From an optimization exercise on the open Yosys and OpenROAD flow, aimed at small area; shortcuts taken in it are not production practice. Where RTL was checked, it was by simulation tests only, not by an equivalence proof against the original. No activity file was given, so power comes from the tool's default toggle rates.

## top_ps2
module top_ps2(input wire clk, input wire rst, input wire ps2_clk, input wire ps2_data,
           output wire ascii_new, output wire [6:0] ascii_code);
Settings: LEC_CHECK=0, ABC_AREA=1, CAP_MARGIN=20, CORE_MARGIN=2, CORE_UTILIZATION=40, PLACE_DENSITY=0.6, SLEW_MARGIN=20; clock period 20.0 ns.
standard.sh (not shown) runs the stock make flow with config.mk's settings and CLKGATE_MAP_FILE= SYNTH_SCRIPT=/design/flow/synth_recipe.tcl, a recipe that flattens the netlist after the stock synthesis.
==> flow/flow/run.sh <==
#!/bin/bash
# Own layout flow: the standard synthesis, then the combinational logic between the
# (unchanged) registers is mapped again with an area-oriented ABC script, then the standard flow's
# standard layout steps from that netlist on. Each tool's output goes to its own log here.
set -euo pipefail
W=$(pwd)
F=$W/flow
R=$W/orfs/results/$FLOW_PLATFORM/top_ps2/base
LIB=$FLOW_HOME/platforms/$FLOW_PLATFORM/lib/sky130_fd_sc_hd__tt_025C_1v80.lib
YOSYS=$FLOW_HOME/../tools/install/yosys/bin/yosys
[ -x "$YOSYS" ] || YOSYS=yosys

bash standard.sh "$R/1_2_yosys.v" > synth_standard.log 2>&1
cp "$R/1_2_yosys.v" netlist_standard.v

# 2. map the logic between the registers again (registers kept as black boxes)
DONT_USE=$(sed -n '/DONT_USE_CELLS += /,/^#/p' "$FLOW_HOME/platforms/$FLOW_PLATFORM/config.mk" \
  | grep -o 'sky130_fd_sc_hd__[a-z0-9_]*' | sed 's/^/-dont_use /' | tr '\n' ' ')
cat > remap.ys <<EOY
read_liberty -ignore_miss_func $LIB
read_verilog netlist_standard.v
hierarchy -top $FLOW_TOP
blackbox sky130_fd_sc_hd__dfxtp_1
flatten
opt -purge
abc -liberty $LIB $DONT_USE -script $F/remap.abc
opt_clean -purge
splitnets
opt_clean -purge
hilomap -singleton -hicell sky130_fd_sc_hd__conb_1 HI -locell sky130_fd_sc_hd__conb_1 LO
insbuf -buf sky130_fd_sc_hd__buf_4 A X
stat -liberty $LIB
write_verilog -noattr -nohex -nodec netlist_remapped.v
EOY
"$YOSYS" -l remap.log -q -s remap.ys
cp netlist_remapped.v "$R/1_2_yosys.v"
touch "$R/1_2_yosys.v"

# 3. the standard layout steps on the remapped netlist
source "$F/layout_env.sh"
bash standard.sh finish > layout.log 2>&1
==> flow/flow/layout_env.sh <==
export CTS_ARGS="-sink_clustering_enable -repair_clock_nets -dont_use_dummy_load -buf_list {sky130_fd_sc_hd__clkbuf_16} -sink_clustering_size 60 -sink_clustering_max_diameter 500"
# Port buffers: the smallest buffer (the ports are lightly loaded).
export BUFFER_PORTS_ARGS="-buffer_cell sky130_fd_sc_hd__buf_1"
==> flow/flow/remap.abc <==
strash
dch -f
amap
topo
stime -c
Edit:
==> flow/flow/layout_env.sh (replaced) <==
export CTS_ARGS="-sink_clustering_enable -repair_clock_nets -dont_use_dummy_load -buf_list {sky130_fd_sc_hd__clkbuf_4 sky130_fd_sc_hd__clkbuf_2}"
# Port buffers: the smallest buffer (the ports are lightly loaded).
export BUFFER_PORTS_ARGS="-buffer_cell sky130_fd_sc_hd__buf_1"
- CAP_MARGIN: 20 -> 0
- CORE_UTILIZATION: 40 -> 65
- PLACE_DENSITY: 0.6 -> 0.8
- SLEW_MARGIN: 20 -> 0
=> The changed run completed with no timing, DRC or antenna violations. Design area fell by 6.5%. Cell count decreases by 6.7%. Global-route usage came out higher by 15 points. Power went down by about 24%. Fmax goes up by about 2%. Core utilization climbs by 27 points. Clock-buffer cell count is unchanged. First-iteration DRC count went up by 110%.
No functional check of the RTL was part of any run of this note.

---

Another version of the RTL of top_ps2 (not shown whole).
Size in the first run: roughly 460 cells after synthesis, roughly 59 flip-flops, roughly 12 I/O pins, roughly 3100 sq um of cells after synthesis.
==> flow/config.mk <==
export PLATFORM = sky130hd
export DESIGN_NAME = top_ps2
export DESIGN_NICKNAME = top_ps2
export VERILOG_FILES = /design/flow/design.v
export SDC_FILE = /design/flow/constraint.sdc
export NUM_CORES = 4
export LEC_CHECK = 0
export ABC_AREA = 1
export CAP_MARGIN = 20
export CORE_MARGIN = 2
export CORE_UTILIZATION = 40
export PLACE_DENSITY = 0.6
export SLEW_MARGIN = 20
==> flow/constraint.sdc <==
create_clock -name core_clock -period 20.0 [get_ports {clk}]
set_input_delay 4.0000 -clock core_clock [delete_from_list [all_inputs] [get_ports {clk}]]
set_output_delay 4.0000 -clock core_clock [all_outputs]
set_load 0.01 [all_outputs]
run.sh (not shown) runs the stock make flow with config.mk's settings and CLKGATE_MAP_FILE= SYNTH_SCRIPT=/design/flow/synth_recipe.tcl, a recipe that flattens the netlist after the stock synthesis.
Stock flow here: none of the scripts above is used.
Edit:
CTS_BUF_LIST = sky130_fd_sc_hd__clkbuf_16   (was not set)
CTS_CLUSTER_DIAMETER = 500   (was not set)
CTS_CLUSTER_SIZE = 60   (was not set)
Sequential cell count stays the same; non-clock buffer count stays the same; sequential share of layout area is lower by 0.96 points; via count rises by 0.44%.

---

Setup of raven:
top_ps2 with an RTL version that a note above also has.
Size in the first run: roughly 12 I/O pins, ~2600 um^2 of cells after synthesis.
clock: 20.0 ns
lec_check: 0
abc_area: 1
cap_margin: 20
core_margin: 2
core_utilization: 40
place_density: 0.6
slew_margin: 20
standard.sh (not shown) runs the stock make flow with config.mk's settings and CLKGATE_MAP_FILE= SYNTH_SCRIPT=/design/flow/synth_recipe.tcl, a recipe that flattens the netlist after the stock synthesis.
==> flow/flow/layout_env.sh <==
export CTS_ARGS="-sink_clustering_enable -repair_clock_nets -dont_use_dummy_load -buf_list {sky130_fd_sc_hd__clkbuf_4 sky130_fd_sc_hd__clkbuf_2} -wire_unit 40"
# Port buffers: the smallest buffer (the ports are lightly loaded).
export BUFFER_PORTS_ARGS="-buffer_cell sky130_fd_sc_hd__buf_1"
Scripts as last shown in full above: flow/flow/run.sh, flow/flow/remap.abc
raven completed; timing, DRC and antenna clean
[inputs] garnet vs raven
==> flow/flow/layout_env.sh <==
export CTS_ARGS="-sink_clustering_enable -repair_clock_nets -dont_use_dummy_load -buf_list {sky130_fd_sc_hd__clkbuf_8 sky130_fd_sc_hd__clkbuf_4} -sink_clustering_size 30 -sink_clustering_max_diameter 300"
# Port buffers: the smallest buffer (the ports are lightly loaded).
export BUFFER_PORTS_ARGS="-buffer_cell sky130_fd_sc_hd__buf_1"
Notes after the runs:
Looking at garnet and raven, the minimum setup slack after placement is a wash.
garnet: full flow OK, the timing, DRC and antenna checks passed
Between garnet and raven, the final critical path time including I/O delays and setup is higher for raven.
Diff garnet..raven | quantity of hold-fixing buffers added after cts | unchanged
Input-level comparison between indigo and garnet:
- GPL_TIMING_DRIVEN newly set to 0
==> flow/flow/layout_env.sh <==
export CTS_ARGS="-sink_clustering_enable -repair_clock_nets -dont_use_dummy_load -buf_list {sky130_fd_sc_hd__clkbuf_4 sky130_fd_sc_hd__clkbuf_2}"
# Port buffers: the smallest buffer (the ports are lightly loaded).
export BUFFER_PORTS_ARGS="-buffer_cell sky130_fd_sc_hd__buf_1"
### Flow results
indigo: done, clean on timing, DRC and antenna
[compare] base=garnet new=indigo: global-route usage shrank by 0.70 points; via count shrank by about 2.7%; post-route fraction of the period consumed by the critical path grew by 2.7 points; depth of the worst hold-timing path held steady; fmax shrank by about 6%.
Comparing utilization for indigo and garnet, the smaller number came from indigo.
Number of fill cells in the layout | indigo below garnet
Total power is lower on indigo
No functional check of the RTL was part of any run of this note.

separate check: timing with driven ports:
Ports are ideal in the flow. The routed layouts listed here were re-timed in OpenROAD.
Step 1 sets driving cells, clkbuf_16 on the clock port and buf_2 on the other inputs (assumed; they add their load-dependent delay and slew).
Step 2 moves the port delays by t, midway between the first and last clock arrival at a register: inputs arrive t later, outputs are due t later. That takes back most of the time a late clock gives input paths.
Three values: ideal ports, drivers, drivers and shift; two values: the first two.
run	t (ns)	setup slack, ns	worst setup path after step 2	latest minus earliest clock arrival (ns)	worst data-port slew with drivers (ns)
the first run of note 1	0.350	11.828 / 11.792 / 12.141	register to output	0.015 / 0.015	0.03
the second run of note 1	0.398	11.991 / 11.964 / 12.362	register to output	0.032 / 0.032	0.03
the first run of note 2	0.368	12.637 / 12.607 / 12.975	register to output	0.006 / 0.006	0.03
the second run of note 2	0.352	12.631 / 12.597 / 12.949	register to output	0.004 / 0.004	0.03
raven	0.393	11.750 / 11.725 / 12.118	register to output	0.035 / 0.036	0.03
garnet	0.344	11.840 / 11.814 / 12.158	register to output	0.024 / 0.024	0.03
indigo	0.401	11.294 / 11.269 / 11.670	register to output	0.030 / 0.030	0.03
After both steps every run listed still meets setup and hold.
